This design comes from an exercise in tuning for small area, a short achievable clock period and few clock cycles on the open sky130 flow, not from production work.
Power is estimated from default activity; no workload was simulated.

== P ==
==> flow/design.v <==
`timescale 1ns/1ps
module divider #(
    parameter XLEN_WIDTH = 32
)(
    input                   clk_i,
    input                   rst_i,
    input                   stall_i,
    input  logic [XLEN_WIDTH-1:0]      a_i,
    input  logic [XLEN_WIDTH-1:0]      b_i,
    input  logic            req_i,
    input  logic            kill_i,
    input  logic [ 1 : 0]   operation_sel_i,
    output logic [XLEN_WIDTH-1:0]      div_result_o,
    output logic            ready_o,
    output logic            result_valid_o
);
function automatic [4:0] clz32(input [31:0] x);
    integer i;
    reg found;
    begin
        clz32 = 5'd0;
        found = 1'b0;
        for (i = 31; i >= 0; i = i - 1)
            if (!found && x[i]) begin
                clz32 = 5'(31 - i);
                found = 1'b1;
            end
    end
endfunction
wire is_div    = ~operation_sel_i[1];
wire is_signed = ~operation_sel_i[0];
wire a_neg     = is_signed & a_i[31];
wire b_neg     = is_signed & b_i[31];
wire a_zero    = (a_i == 32'b0);
wire b_zero    = (b_i == 32'b0);
wire [31:0] abs_a = a_neg ? -a_i : a_i;
wire [31:0] abs_b = b_neg ? -b_i : b_i;
wire res_neg   = is_div ? (a_neg ^ b_neg) : a_neg;
localparam S_IDLE  = 2'd0,
           S_SETUP = 2'd1,
           S_CALC  = 2'd2,
           S_FIX   = 2'd3;
reg [1:0] S;
reg [31:0] R;        
reg [31:0] D;        
reg [4:0]  cnt;      
wire [4:0] clz_r = clz32(R);
wire [4:0] clz_d = clz32(D);
wire [5:0] shamt = {1'b0, clz_d} - {1'b0, clz_r};
wire r_zero      = (R == 32'b0);
wire trivial     = shamt[5] | r_zero;      
wire [32:0] diff = {1'b0, R} - {1'b0, D};
wire qb          = ~diff[32];
wire [31:0] R_nx = qb ? diff[31:0] : R;
wire last        = (cnt == 5'd0);
wire start   = (S == S_IDLE) & req_i;
wire quick   = a_zero | b_zero;
wire [31:0] direct = is_div ? {32{b_zero}} : a_i;
wire done_setup = (S == S_SETUP) & trivial;
wire done_calc  = (S == S_CALC) & last & ~res_neg;
wire done_fix   = (S == S_FIX);
wire finish     = (start & quick) | done_setup | done_calc | done_fix;
always_ff @(posedge clk_i) begin
    if (rst_i)
        S <= S_IDLE;
    else if (kill_i)
        S <= S_IDLE;
    else case (S)
        S_IDLE:  S <= (req_i & ~quick) ? S_SETUP : S_IDLE;
        S_SETUP: S <= trivial ? S_IDLE : S_CALC;
        S_CALC:  S <= last ? (res_neg ? S_FIX : S_IDLE) : S_CALC;
        default: S <= S_IDLE;
    endcase
end
always_ff @(posedge clk_i) begin
    case (S)
        S_IDLE:  begin R <= abs_a; D <= abs_b; end
        S_SETUP: begin R <= R;     D <= D << shamt[4:0]; end
        default: begin R <= R_nx;  D <= D >> 1; end
    endcase
    cnt <= (S == S_SETUP) ? shamt[4:0] : cnt - 5'd1;
end
always_ff @(posedge clk_i) begin
    if (start | (S == S_SETUP))
        div_result_o <= direct;
    else if (S == S_CALC)
        div_result_o <= (last & ~is_div) ? R_nx : {div_result_o[30:0], qb};
    else if (S == S_FIX)
        div_result_o <= -div_result_o;
end
always_ff @(posedge clk_i) begin
    if (rst_i) begin
        ready_o        <= 1'b1;
        result_valid_o <= 1'b0;
    end else begin
        ready_o        <= kill_i | ((S == S_IDLE) & ~req_i) | finish;
        result_valid_o <= ~kill_i & (finish | (stall_i & result_valid_o));
    end
end
endmodule
clock: 5.5 ns
lec_check: 0
cap_margin: 20
core_margin: 2
core_utilization: 45
place_density: 0.6
slew_margin: 20
run.sh (not shown) runs the stock make flow with config.mk's settings and CLKGATE_MAP_FILE= SYNTH_SCRIPT=/design/flow/synth_recipe.tcl, a recipe that flattens the netlist after the stock synthesis.
For Q, these inputs were changed with respect to P:
--- a/flow/design.v
+++ b/flow/design.v
@@ -12,19 +12,19 @@
     input  logic [ 1 : 0]   operation_sel_i,
     output logic [XLEN_WIDTH-1:0]      div_result_o,
     output logic            ready_o,
     output logic            result_valid_o
 );
-function automatic [4:0] clz32(input [31:0] x);
+function automatic [5:0] clz32(input [31:0] x);
     integer i;
     reg found;
     begin
-        clz32 = 5'd0;
+        clz32 = 6'd32;
         found = 1'b0;
         for (i = 31; i >= 0; i = i - 1)
             if (!found && x[i]) begin
-                clz32 = 5'(31 - i);
+                clz32 = 6'(31 - i);
                 found = 1'b1;
             end
     end
 endfunction
 wire is_div    = ~operation_sel_i[1];
@@ -34,23 +34,24 @@
 wire a_zero    = (a_i == 32'b0);
 wire b_zero    = (b_i == 32'b0);
 wire [31:0] abs_a = a_neg ? -a_i : a_i;
 wire [31:0] abs_b = b_neg ? -b_i : b_i;
 wire res_neg   = is_div ? (a_neg ^ b_neg) : a_neg;
+wire a_pow2 = &(~a_i[30:0] | a_i[31:1]);
+wire b_pow2 = &(~b_i[30:0] | b_i[31:1]);
+wire [5:0] clz_a = clz32(a_neg ? ~a_i : a_i) - {5'b0, a_neg & a_pow2};
+wire [5:0] clz_b = clz32(b_neg ? ~b_i : b_i) - {5'b0, b_neg & b_pow2};
+wire [6:0] shamt = {1'b0, clz_b} - {1'b0, clz_a};
 localparam S_IDLE  = 2'd0,
            S_SETUP = 2'd1,
            S_CALC  = 2'd2,
            S_FIX   = 2'd3;
 reg [1:0] S;
 reg [31:0] R;        
 reg [31:0] D;        
 reg [4:0]  cnt;      
-wire [4:0] clz_r = clz32(R);
-wire [4:0] clz_d = clz32(D);
-wire [5:0] shamt = {1'b0, clz_d} - {1'b0, clz_r};
-wire r_zero      = (R == 32'b0);
-wire trivial     = shamt[5] | r_zero;      
+reg        trivial;  
 wire [32:0] diff = {1'b0, R} - {1'b0, D};
 wire qb          = ~diff[32];
 wire [31:0] R_nx = qb ? diff[31:0] : R;
 wire last        = (cnt == 5'd0);
 wire start   = (S == S_IDLE) & req_i;
@@ -72,15 +73,14 @@
         default: S <= S_IDLE;
     endcase
 end
 always_ff @(posedge clk_i) begin
     case (S)
-        S_IDLE:  begin R <= abs_a; D <= abs_b; end
-        S_SETUP: begin R <= R;     D <= D << shamt[4:0]; end
-        default: begin R <= R_nx;  D <= D >> 1; end
+        S_IDLE:  begin R <= abs_a; D <= abs_b; cnt <= shamt[4:0]; trivial <= shamt[6]; end
+        S_SETUP: begin R <= R;     D <= D << cnt; cnt <= cnt; end
+        default: begin R <= R_nx;  D <= D >> 1; cnt <= cnt - 5'd1; end
     endcase
-    cnt <= (S == S_SETUP) ? shamt[4:0] : cnt - 5'd1;
 end
 always_ff @(posedge clk_i) begin
     if (start | (S == S_SETUP))
         div_result_o <= direct;
     else if (S == S_CALC)
## What came out
[Q] net switching share of the total power fell 4.4 points relative to P
Q has area inside the core boundary above what P had.
On global-route wire length before repair, Q does worse than P.
| area share of fa/ha/maj cells after synthesis | P vs Q | ≈ equal |
Q vs P, instance count: Q higher
Looking at buffering overhead across P and Q, the one that comes out lower is P.
Density: Q sparser than P
No run of this note included a check of the RTL's function; only the layout flow was run.

[what the ideal ports hide]
How much do the figures lean on ideal ports? The routed layouts below were timed once more, with nothing changed but the port constraints. Step 1, drivers: a clkbuf_16 drives clk_i and a buf_2 each remaining input, both assumed. Step 2, shift: input delay + t, output delay - t, t = (earliest + latest rising clock arrival at the registers) / 2. This alone moves slack from input paths to output paths. a / b / c = ideal / step 1 / step 2; a / b = the first two.
| run | t, ns | setup WS [ns] | worst setup path after step 2 | latest minus earliest clock arrival (ns) | worst data-port slew with drivers (ns) |
|---|---|---|---|---|---|
| P | 0.413 | 0.410 / 0.410 / 0.410 | register to register | 0.018 / 0.018 | 0.05 |
| Q | 0.411 | 0.425 / 0.452 / 0.041 | input to register | 0.016 / 0.017 | 0.09 |
After both steps every run listed still meets setup and hold. The setup slack of Q, which loses most, moves by +0.027 ns with the drivers and by -0.384 ns with both steps.
